Background: an optimization exercise with open tools, aiming at small area, a short achievable clock period and few clock cycles per item. Do not read the settings as production practice. RTL that was checked went through simulation tests only; none was proved equivalent to the original. Power figures rest on the tool's default switching activity, not on a simulated workload.

== run 1 ==
Design SME, start of the top module:
module SME ( clk, reset, chardata, isstring, ispattern, valid, match, match_index);
clock: 8.0 ns
lec_check: 0
cap_margin: 20
core_margin: 2
core_utilization: 40
cts_cluster_diameter: 120
cts_cluster_size: 24
slew_margin: 20
standard.sh (not shown) runs the stock make flow with config.mk's settings and CLKGATE_MAP_FILE= SYNTH_SCRIPT=/design/flow/synth_recipe.tcl, a recipe that flattens the netlist after the stock synthesis.
==> flow/flow/run.sh <==
#!/bin/bash
set -euo pipefail
bash standard.sh SETUP_SLACK_MARGIN=5.3 finish > make_finish.log 2>&1
Run 1: PASS, flow complete, no timing, DRC or antenna violations
Testbench counts of run 1, summed over its fixed seeds: cycles 114,566, items 8,000.
### run 1 -> run 2
Settings: putting ABC_CLOCK_PERIOD_IN_PS at 3000 where nothing was set; clearing CTS_CLUSTER_SIZE, which used to be 24; putting SETUP_SLACK_MARGIN at 5 where nothing was set; clearing CTS_CLUSTER_DIAMETER, which used to be 120.
==> flow/run.sh (new file) <==
#!/bin/bash
# synth_recipe.tcl (not shown) runs the flow's synth.tcl, then flattens the netlist and writes it again
# the make line also repeats each setting of config.mk as NAME=value (left out here)
make -C /OpenROAD-flow-scripts/flow DESIGN_CONFIG=/design/flow/config.mk WORK_HOME=/design/flow/orfs CLKGATE_MAP_FILE= SYNTH_SCRIPT=/design/flow/synth_recipe.tcl finish
removed: flow/flow/run.sh
removed: flow/standard.sh
[summary]
- Reported for run 2 and run 1, sum of net half-perimeters after detailed placement turned out identical to the last digit.
- Changes observed in run 2 relative to run 1: final core utilization moved up; share of the clock period used by the worst path has decreased; layout cell share with drive strength beyond 1 stayed essentially flat.
- Run 2 — design area 3.0% higher, run 1 as reference
- NOTE: CTS buffer count in run 2 exceeds that of run 1
- Global-route track usage on met1, run 2 and run 1: smaller value in run 2
- [compare] base=run 1 new=run 2: sequential cell area in the final layout barely changed; power up 16%; number of ordinary and repair buffers in the finished layout has decreased.
Changes in run 3 relative to run 2:
Settings: setting CTS_BUF_LIST to sky130_fd_sc_hd__clkbuf_8 for the first time; setting CTS_CLUSTER_SIZE to 16 for the first time; setting CTS_CLUSTER_DIAMETER to 100 for the first time; removing ABC_CLOCK_PERIOD_IN_PS (formerly 3000).
Results
Run 3 vs. run 2: highest attainable clock frequency now smaller, post-route cell area went down, share of the clock period used by the worst path shows an increase of 0.28 points, worst hold slack shrank by 4.6 ps.
Share of the final layout cell area in multi-input gates ended up 1.4 points higher on run 3 than on run 2.
Run 3 ends up with a count of plain and timing-repair buffers in the layout that is 6 lower than in run 2.
Re internal power of the cells: run 3 is about 20% down on run 2.
Global-route usage in run 3 is 0.39 points lower than in run 2
Run 3 and run 2 ended up with nearly the same combined area of the multi-input logic cells.
Run 2 | status: complete | timing, DRC, antenna: pass
Run 3 completed end to end with timing, DRC and antenna clean.
Compared with run 2, in run 3 wire length of the first global-routing pass went down 1.4%, setup slack fell by 22 ps.
diff inputs: run 3 => run 4
Settings: a deleted CTS_CLUSTER_DIAMETER that had been 100; a deleted CTS_BUF_LIST that had been sky130_fd_sc_hd__clkbuf_8; a deleted CTS_CLUSTER_SIZE that had been 16.
### Flow results
Run 4 completed end to end with timing, DRC and antenna clean.
Run 4 gives more clock power than run 3 did.
Run 4 ends up with higher count of clock-buffer cells in the layout than run 3 does.
Post-route cell area of run 4 exceeds that of run 3 by a few percent.
Power of run 4 exceeds that of run 3 by more than 10%.
Measured against run 3, the non-clock buffer count of run 4 comes out at 1.17 times the reference value.
Of run 4 and run 3, run 4 shows the lower latest clock arrival within the worst-skew pair, with run 3 above it.
On run 4: share of the cycle needed by the critical path after routing is 0.28 points lower than what run 3 gave.
In the metrics for run 4 and run 3, the one carrying the higher stage delay of the slowest cell on the critical path is run 3.
[run 4] first-pass GRT wire length rose about 1.4% relative to run 3
Lower power density over the cells among run 4 and run 3: run 3

========
SME, a different RTL version from the one above (not shown whole).
Size in the first run: about 1,300 cells after synthesis, ~340 flip-flops, roughly 19 I/O pins.
export LEC_CHECK = 0
export CAP_MARGIN = 20
export CORE_MARGIN = 2
export CORE_UTILIZATION = 40
export CTS_CLUSTER_DIAMETER = 120
export CTS_CLUSTER_SIZE = 24
export SLEW_MARGIN = 20
create_clock -name core_clock -period 8.0 [get_ports {clk}]
==> flow/flow/run.sh <==
#!/bin/bash
set -euo pipefail
bash standard.sh SETUP_SLACK_MARGIN=5.4 finish > make_finish.log 2>&1
The first run finished clean.
==> next run, changes <==
==> flow/run.sh (new file) <==
#!/bin/bash
# synth_recipe.tcl (not shown) runs the flow's synth.tcl, then flattens the netlist and writes it again
# the make line also repeats each setting of config.mk as NAME=value (left out here)
make -C /OpenROAD-flow-scripts/flow DESIGN_CONFIG=/design/flow/config.mk WORK_HOME=/design/flow/orfs CLKGATE_MAP_FILE= SYNTH_SCRIPT=/design/flow/synth_recipe.tcl finish
Settings changed: SETUP_SLACK_MARGIN set to 5.
removed: flow/flow/run.sh
removed: flow/standard.sh
=>
- The new run ran to the end with no violations
- critical path depth goes down by 2
- worst setup slack got worse by 220 ps
- final area went down by 9.2%
Function was not checked in any run of this note: the RTL went through the layout flow alone.

========
run A:
SME, a different RTL version from the one above (not shown whole).
Size in the first run: roughly 1200 cells after synthesis, roughly 320 flip-flops, roughly 19 I/O pins, roughly 0.015 mm^2 of cells after synthesis.
==> flow/config.mk <==
export PLATFORM = sky130hd
export DESIGN_NAME = SME
export DESIGN_NICKNAME = SME
export VERILOG_FILES = /design/flow/design.v
export SDC_FILE = /design/flow/constraint.sdc
export NUM_CORES = 4
export LEC_CHECK = 0
export CAP_MARGIN = 20
export CORE_MARGIN = 2
export CORE_UTILIZATION = 40
export CTS_CLUSTER_DIAMETER = 120
export CTS_CLUSTER_SIZE = 24
export SLEW_MARGIN = 20
export TNS_END_PERCENT = 5
==> flow/constraint.sdc <==
create_clock -name core_clock -period 8.0 [get_ports {clk}]
set_input_delay 1.6000 -clock core_clock [delete_from_list [all_inputs] [get_ports {clk}]]
set_output_delay 1.6000 -clock core_clock [all_outputs]
set_load 0.01 [all_outputs]
==> flow/flow/run.sh <==
#!/bin/bash
set -euo pipefail
bash standard.sh SETUP_SLACK_MARGIN=5.8 finish > make_finish.log 2>&1
Run A: no failed stages, no open violations at the end
Testbench counts of run A, summed over its fixed seeds: cycles 114,566, items 8,000.
### run A -> run B
==> flow/flow/run.sh <==
#!/bin/bash
set -euo pipefail
bash standard.sh SETUP_SLACK_MARGIN=5.4 finish > make_finish.log 2>&1
Notes after the runs:
Final cell count for run B: 0.30% down relative to run A. Run B vs. run A: final non-filler cell area dropped about 0.33%; highest cell delay on the worst timing path climbed 0.07 ns; clock tree buffer count of the final layout barely changed; fmax dropped about 4.4%; total of cells resized after clock tree synthesis dropped 40.
Here is what was changed in the inputs of run C compared with run B.
==> flow/flow/run.sh <==
#!/bin/bash
set -euo pipefail
bash standard.sh SETUP_SLACK_MARGIN=5.7 finish > make_finish.log 2>&1
Results
- Gate count after technology mapping: run C vs run B identical
- Leakage power figure: run B vs run C, no meaningful difference
- Per the comparison of run C with run B, shortest period the worst path allows moved down, utilization after layout level, post-route cell area level.
Changes in run D relative to run C:
==> flow/flow/run.sh <==
#!/bin/bash
set -euo pipefail
bash standard.sh SETUP_SLACK_MARGIN=6.0 finish > make_finish.log 2>&1
## What came out
Global-route usage ends up higher on run D. When run D is measured against run C, its relative area change from synthesis to final layout turns out 1.7 points higher. Between run C and run D, the fmax does not differ in any meaningful way. Summary: final area, run D worse than run C. Run D gives less power share of the clock group than run C did. Taking run C as the reference, in run D fraction of layout instances using a drive strength above 1 +2.6 points; via total after detailed routing essentially unchanged; final-stage net count shows an increase of 11; portion of the clock cycle consumed by the worst path in the final layout flat. Comparing utilization for run C and run D, the smaller number came from run C. Looking at non-clock buffer count, run D sits 11 higher than run C does.
Input-level comparison between run E and run D:
Settings: swapping 40 for 50 in CORE_UTILIZATION.
==> flow/flow/run.sh <==
#!/bin/bash
set -euo pipefail
bash standard.sh SETUP_SLACK_MARGIN=5.7 finish > make_finish.log 2>&1
==> run summary <==
Per the comparison of run E with run D, via count now smaller; total power now smaller; proportion of total power due to net switching now smaller.
Against run D as the reference, run E delivers a lower x dimension of the die.
For run F, these inputs were changed with respect to run E:
Settings: CORE_UTILIZATION changed from 50 to 40.
==> flow/flow/run.sh <==
#!/bin/bash
set -euo pipefail
bash standard.sh SETUP_SLACK_MARGIN=6.3 finish > make_finish.log 2>&1
Notes after the runs:
Run F does worse than run E on worst clock skew on the final layout.
Fraction of layout instances using a drive strength above 1 was higher in run F than in run E.
Taking run F over run E, the well-tap cell count ratio works out to 1.20.
Looking at share of power burned in combinational logic, run F sits 0.6 points above run E.
In run F the non-filler instance count after layout turned out 83 higher than in run E.

[afterwards: timing with drivers on the ports]
The results above use ideal ports. As a check the final layouts listed here were re-extracted and re-timed, cells and wires unchanged.
Step 1 sets driving cells, clkbuf_16 on the clock port and buf_2 on the other inputs (assumed; they add their load-dependent delay and slew).
Step 2 adds t to the input delays and takes it off the output delays; t is the mean of the earliest and latest rising clock arrival at the registers after step 1. Input paths then give back, and output paths get back, about the clock's delay inside the block.
Slacks: ideal / step 1 / step 2; pairs: ideal / step 1.
run	t (ns)	setup slack, ns	worst setup path at the end	pins driven straight from the clock port
run 1	0.560	5.096 / 5.096 / 4.849	input to register	1
run 2	0.571	5.110 / 5.110 / 4.698	input to register	1
run 3	0.628	5.087 / 5.038 / 4.700	input to register	1
run 4	0.571	5.110 / 5.110 / 4.698	input to register	1
the first run of note 2	0.571	5.306 / 5.283 / 5.120	input to register	1
the second run of note 2	0.565	5.090 / 5.090 / 4.773	input to register	1
run A	0.564	5.258 / 5.225 / 4.958	input to register	1
run B	0.574	5.132 / 5.132 / 4.889	input to register	1
run C	0.561	5.251 / 5.251 / 4.958	input to register	1
run D	0.565	5.257 / 5.256 / 4.959	input to register	1
run E	0.557	5.118 / 5.118 / 4.901	input to register	1
run F	0.567	5.174 / 5.122 / 4.875	input to register	1
After both steps setup and hold are still met in every run listed.
